Source: an optimization exercise on an open RTL-to-GDS flow (aim: small area and a short achievable clock period). Production flows keep margins and buffers that such runs may drop. RTL that was checked went through simulation tests only; none was proved equivalent to the original. No driver is modelled on the clock port, so clocking that relies on it looks cheaper here than on a real chip.

## oak
==> flow/design.v <==
module fir_filter_top #(
    parameter WIDTH = 16,
    parameter TAPS = 8,
    parameter COEFF_SUM = 20
) (
    input wire clk,
    input wire rst,
    input wire signed [WIDTH-1:0] x_in,
    output wire signed [WIDTH+3:0] y_out_raw,
    output wire signed [WIDTH+3:0] y_out
);
    function [5:0] dstep(input [4:0] r, input b);
        begin
            dstep[5] = r[3] | r[4] | (r[2] & b);
            dstep[0] = b ? r[2] : r[0];
            dstep[1] = b ? r[0] : r[3];
            dstep[2] = b ? r[3] : r[1];
            dstep[3] = b ? r[1] : r[4];
            dstep[4] = b ? r[4] : r[2];
        end
    endfunction
    reg signed [15:0] xh [0:2];    
    reg signed [17:0] t;           
    reg signed [17:0] bh [0:4];    
    reg [17:0] bn5;                
    wire [17:0] tx0 = {{2{xh[0][15]}}, xh[0]};
    wire [17:0] tx1 = {{2{xh[1][15]}}, xh[1]};
    wire [17:0] tx2 = {{2{xh[2][15]}}, xh[2]};
    wire [17:0] ta_s = tx0 ^ tx1 ^ tx2;
    wire [17:0] ta_c = (tx0 & tx1) | (tx0 & tx2) | (tx1 & tx2);
    wire [17:0] tsum = ta_s + {ta_c[16:0], 1'b0};
    wire [17:0] bsum = tx0 + t;
    integer i;
    always @(posedge clk or posedge rst) begin
        if (rst) begin
            for (i = 0; i < 3; i = i + 1) xh[i] <= 16'sd0;
            t <= 18'd0;
            for (i = 0; i < 5; i = i + 1) bh[i] <= 18'd0;
            bn5 <= {18{1'b1}};
        end else begin
            xh[0] <= x_in;
            for (i = 1; i < 3; i = i + 1) xh[i] <= xh[i-1];
            t <= tsum;
            bh[0] <= bsum;
            for (i = 1; i < 5; i = i + 1) bh[i] <= bh[i-1];
            bn5 <= ~bh[4];
        end
    end
    reg signed [19:0] s2, s1, yraw;
    wire [19:0] sa_x = s2;
    wire [19:0] sa_y = {{2{bh[0][17]}}, bh[0]};
    wire [19:0] sa_z = {{2{bn5[17]}}, bn5};
    wire [19:0] sa_s = sa_x ^ sa_y ^ sa_z;
    wire [19:0] sa_c = (sa_x & sa_y) | (sa_x & sa_z) | (sa_y & sa_z);
    wire [19:0] snext = sa_s + {sa_c[18:0], 1'b1};
    always @(posedge clk or posedge rst) begin
        if (rst) begin
            s2 <= 20'sd0;
            s1 <= 20'sd0;
            yraw <= 20'sd0;
        end else begin
            s2 <= snext;
            s1 <= s2;
            yraw <= s1;
        end
    end
    localparam SPLIT = 8;
    reg [4:0] ra [0:SPLIT];
    reg [SPLIT-1:0] qa;
    reg [5:0] ta;
    integer ka;
    always @(*) begin
        case (s2[19:18])
            2'b00:   ra[0] = 5'b00001;   
            2'b01:   ra[0] = 5'b00010;   
            2'b10:   ra[0] = 5'b01000;   
            default: ra[0] = 5'b10000;   
        endcase
        for (ka = 0; ka < SPLIT; ka = ka + 1) begin
            ta = dstep(ra[ka], s2[17-ka]);
            qa[SPLIT-1-ka] = ta[5];
            ra[ka+1] = ta[4:0];
        end
    end
    reg [SPLIT-1:0] qh;
    reg [4:0] rh;
    always @(posedge clk or posedge rst) begin
        if (rst) begin
            qh <= {SPLIT{1'b0}};
            rh <= 5'b00001;
        end else begin
            qh <= qa;
            rh <= ra[SPLIT];
        end
    end
    reg [4:0] rb [SPLIT:16];
    reg [15-SPLIT:0] qb;
    reg [5:0] tb;
    integer kb;
    always @(*) begin
        rb[SPLIT] = rh;
        for (kb = SPLIT; kb < 16; kb = kb + 1) begin
            tb = dstep(rb[kb], s1[17-kb]);
            qb[15-kb] = tb[5];
            rb[kb+1] = tb[4:0];
        end
    end
    wire inc = s1[19] & ((|s1[1:0]) | ~rb[16][0]);
    wire [15:0] q = {qh, qb} + {15'd0, inc};
    reg [15:0] ydiv;
    always @(posedge clk or posedge rst) begin
        if (rst) ydiv <= 16'd0;
        else     ydiv <= q;
    end
    assign y_out_raw = yraw;
    assign y_out = {{4{ydiv[15]}}, ydiv};
endmodule
clock: 10.0 ns
lec_check: 0
abc_area: 1
cap_margin: 20
core_margin: 2
core_utilization: 40
slew_margin: 20
standard.sh (not shown) runs the stock make flow with config.mk's settings and CLKGATE_MAP_FILE= SYNTH_SCRIPT=/design/flow/synth_recipe.tcl, a recipe that flattens the netlist after the stock synthesis.
==> flow/flow/run.sh <==
#!/bin/bash
# The standard layout flow, with small port buffers, a clock tree built
# from one buffer type without dummy loads, and after CTS a setup repair that
# aims for a 3.05 ns period (the SDC keeps the design's 10 ns clock).
set -euo pipefail
bash standard.sh \
  "BUFFER_PORTS_ARGS=-buffer_cell sky130_fd_sc_hd__buf_1" \
  "CTS_ARGS=-sink_clustering_enable -repair_clock_nets -buf_list sky130_fd_sc_hd__clkbuf_8 -sink_clustering_size 16 -sink_clustering_max_diameter 80 -dont_use_dummy_load" \
  "POST_CTS_TCL=$PWD/flow/post_cts.tcl" \
  finish > standard.log 2>&1
==> flow/flow/post_cts.tcl <==
estimate_parasitics -placement
repair_timing -setup -setup_margin 6.95 -repair_tns 100
detailed_placement
What pine does differently from oak at the input level:
--- a/flow/flow/run.sh
+++ b/flow/flow/run.sh
@@ -2,3 +2,2 @@
-# The standard layout flow, with small port buffers, a clock tree built
-# from one buffer type without dummy loads, and after CTS a setup repair that
-# aims for a 3.05 ns period (the SDC keeps the design's 10 ns clock).
+# The standard layout flow, with small port buffers and a clock tree
+# built from one buffer type, without dummy loads.
@@ -9 +7,0 @@
-  "POST_CTS_TCL=$PWD/flow/post_cts.tcl" \
removed: flow/flow/post_cts.tcl
==> notes.md <==
oak and pine ended up with nearly the same met2 wire length. Run comparison: pine endpoint of the worst setup timing path y_out[18]; oak endpoint of the worst setup timing path y_out[15]. Diff oak -> pine: final design instance area without fill essentially unchanged, post-layout worst setup margin essentially unchanged, wire length essentially unchanged, synthesis-to-finish area growth essentially unchanged. The worst hold slack of oak and that of pine are within noise of each other. The via count was comparable across oak and pine.


red:
Another version of the RTL of fir_filter_top (not shown whole).
Size in the first run: ~850 cells after synthesis, ~260 flip-flops, roughly 58 I/O pins, about 11000 um^2 of cells after synthesis.
Design fir_filter_top, start of the top module:
module fir_filter_top #(
    parameter WIDTH = 16,
    parameter TAPS = 8,
    parameter COEFF_SUM = 20
) (
    input wire clk,
    input wire rst,
    input wire signed [WIDTH-1:0] x_in,
    output wire signed [WIDTH+3:0] y_out_raw,
    output wire signed [WIDTH+3:0] y_out
);
    function [5:0] dstep(input [4:0] r, input b);
        begin
            dstep[5] = r[3] | r[4] | (r[2] & b);
            dstep[0] = b ? r[2] : r[0];
            dstep[1] = b ? r[0] : r[3];
            dstep[2] = b ? r[3] : r[1];
            dstep[3] = b ? r[1] : r[4];
            dstep[4] = b ? r[4] : r[2];
        end
    endfunction
    reg signed [15:0] xh [0:2];    
    reg signed [17:0] t;           
    reg signed [17:0] bh [0:4];    
    reg [17:0] bn5;                
    wire [17:0] tx0 = {{2{xh[0][15]}}, xh[0]};
    wire [17:0] tx1 = {{2{xh[1][15]}}, xh[1]};
    wire [17:0] tx2 = {{2{xh[2][15]}}, xh[2]};
    wire [17:0] ta_s = tx0 ^ tx1 ^ tx2;
    wire [17:0] ta_c = (tx0 & tx1) | (tx0 & tx2) | (tx1 & tx2);
    wire [17:0] tsum, bsum;
    fir_cpa #(.N(18)) t_add (.a(ta_s), .b({ta_c[16:0], 1'b0}), .s(tsum));
    fir_cpa #(.N(18)) b_add (.a(tx0), .b(t), .s(bsum));
    integer i;
    always @(posedge clk or posedge rst) begin
        if (rst) begin
            for (i = 0; i < 3; i = i + 1) xh[i] <= 16'sd0;
            t <= 18'd0;
            for (i = 0; i < 5; i = i + 1) bh[i] <= 18'd0;
            bn5 <= {18{1'b1}};
        end else begin
            xh[0] <= x_in;
            for (i = 1; i < 3; i = i + 1) xh[i] <= xh[i-1];
            t <= tsum;
            bh[0] <= bsum;
            for (i = 1; i < 5; i = i + 1) bh[i] <= bh[i-1];
  ...
==> flow/config.mk <==
export PLATFORM = sky130hd
export DESIGN_NAME = fir_filter_top
export DESIGN_NICKNAME = fir_filter_top
export VERILOG_FILES = /design/flow/design.v
export SDC_FILE = /design/flow/constraint.sdc
export NUM_CORES = 4
export LEC_CHECK = 0
export ABC_AREA = 1
export CAP_MARGIN = 20
export CORE_MARGIN = 2
export CORE_UTILIZATION = 40
export SLEW_MARGIN = 20
==> flow/constraint.sdc <==
create_clock -name core_clock -period 10.0 [get_ports {clk}]
set_input_delay 2.0000 -clock core_clock [delete_from_list [all_inputs] [get_ports {clk}]]
set_output_delay 2.0000 -clock core_clock [all_outputs]
set_load 0.01 [all_outputs]
==> flow/flow/run.sh <==
#!/bin/bash
# The standard layout flow, with small port buffers, a clock tree built
# from one buffer type without dummy loads, and after CTS a setup repair that
# aims for a 3.05 ns period (the SDC keeps the design's 10 ns clock).
set -euo pipefail
bash standard.sh \
  "BUFFER_PORTS_ARGS=-buffer_cell sky130_fd_sc_hd__buf_1" \
  "CTS_ARGS=-sink_clustering_enable -repair_clock_nets -buf_list sky130_fd_sc_hd__clkbuf_8 -sink_clustering_size 16 -sink_clustering_max_diameter 80 -dont_use_dummy_load" \
  "POST_CTS_TCL=$PWD/flow/post_cts.tcl" \
  finish > standard.log 2>&1
==> flow/flow/post_cts.tcl <==
estimate_parasitics -placement
repair_timing -setup -setup_margin 7.0 -repair_tns 100
detailed_placement
The following lists how blue was set up differently from red:
Settings: CORE_UTILIZATION now 65, was 40.
## What came out
- blue ends up with a clock period minus final worst setup slack that is 0.016 ns higher than in red.
- Met2 wire length, red and blue: lower on red
- Taking red as the reference, in blue relative area change from synthesis to final layout went down by 1.4 points, weighted congestion reported at the end of routability-driven placement went up by 2.5%, share of the clock period used by the worst path after layout went up by 0.16 points.
- Relative to red, the number of detailed-route iterations in the first pass of blue is lower by 7.
- Taking red as the reference, in blue share of cell area taken by multi-input logic gates climbed 0.42 points, die area dropped 38%.
Edits applied to the flow inputs when going from blue to green:
Settings: a change of CORE_UTILIZATION from 65 to 40.
diff --git a/flow/flow/run.sh b/flow/flow/run.sh
--- a/flow/flow/run.sh
+++ b/flow/flow/run.sh
@@ -8 +8 @@
-  "CTS_ARGS=-sink_clustering_enable -repair_clock_nets -buf_list sky130_fd_sc_hd__clkbuf_8 -sink_clustering_size 16 -sink_clustering_max_diameter 80 -dont_use_dummy_load" \
+  "CTS_ARGS=-sink_clustering_enable -repair_clock_nets -buf_list sky130_fd_sc_hd__clkbuf_8 -root_buf sky130_fd_sc_hd__clkbuf_16 -sink_clustering_size 19 -sink_clustering_max_diameter 60 -dont_use_dummy_load" \
### Flow results
- Cmp green and blue / maximum clock skew at final layout / lower: blue
- Sequential portion of the cell area in green vs blue: down 1.0 points
- For global-route wire length before repair, dividing the value from green by the value from blue gives 0.943.
- blue has higher wire length than green.
- Taking blue as the reference point, the met2 wirelength from detailed routing of green falls by 18%.
- green vs. blue: clock latency at the later pin of the worst-skew pair decreased by 0.04 ns relative to the old numbers; signed area change from the synthesized netlist to the final layout rose by 1.9 points; flip-flop and latch count was more or less identical.
Function was not checked in any run of this note: the RTL went through the layout flow alone.

-- what the ideal ports hide --
Ports are ideal in the flow. The routed layouts listed here were re-timed in OpenROAD.
Step 1, drivers: a clkbuf_16 drives clk and a buf_2 each remaining input, both assumed.
Step 2 moves the port delays by t, midway between the first and last clock arrival at a register: inputs arrive t later, outputs are due t later. That takes back most of the time a late clock gives input paths.
Slacks: no drivers / after step 1 / after step 2; pairs: no drivers / after step 1.
| run | t, ns | setup WS [ns] | cell pins on the clock port's net |
|---|---|---|---|
| oak | 0.548 | 6.945 / 6.907 / 6.561 | 1 |
| pine | 0.548 | 6.946 / 6.908 / 6.567 | 1 |
| red | 0.557 | 6.934 / 6.893 / 6.578 | 1 |
| blue | 0.556 | 6.918 / 6.879 / 6.699 | 1 |
| green | 0.514 | 6.989 / 6.947 / 6.584 | 1 |
After both steps every run listed still meets setup and hold. For green, which loses most, drivers alone change the setup slack by -0.042 ns; drivers and shift together by -0.405 ns. The worst setup slack also covers recovery checks on asynchronous resets.
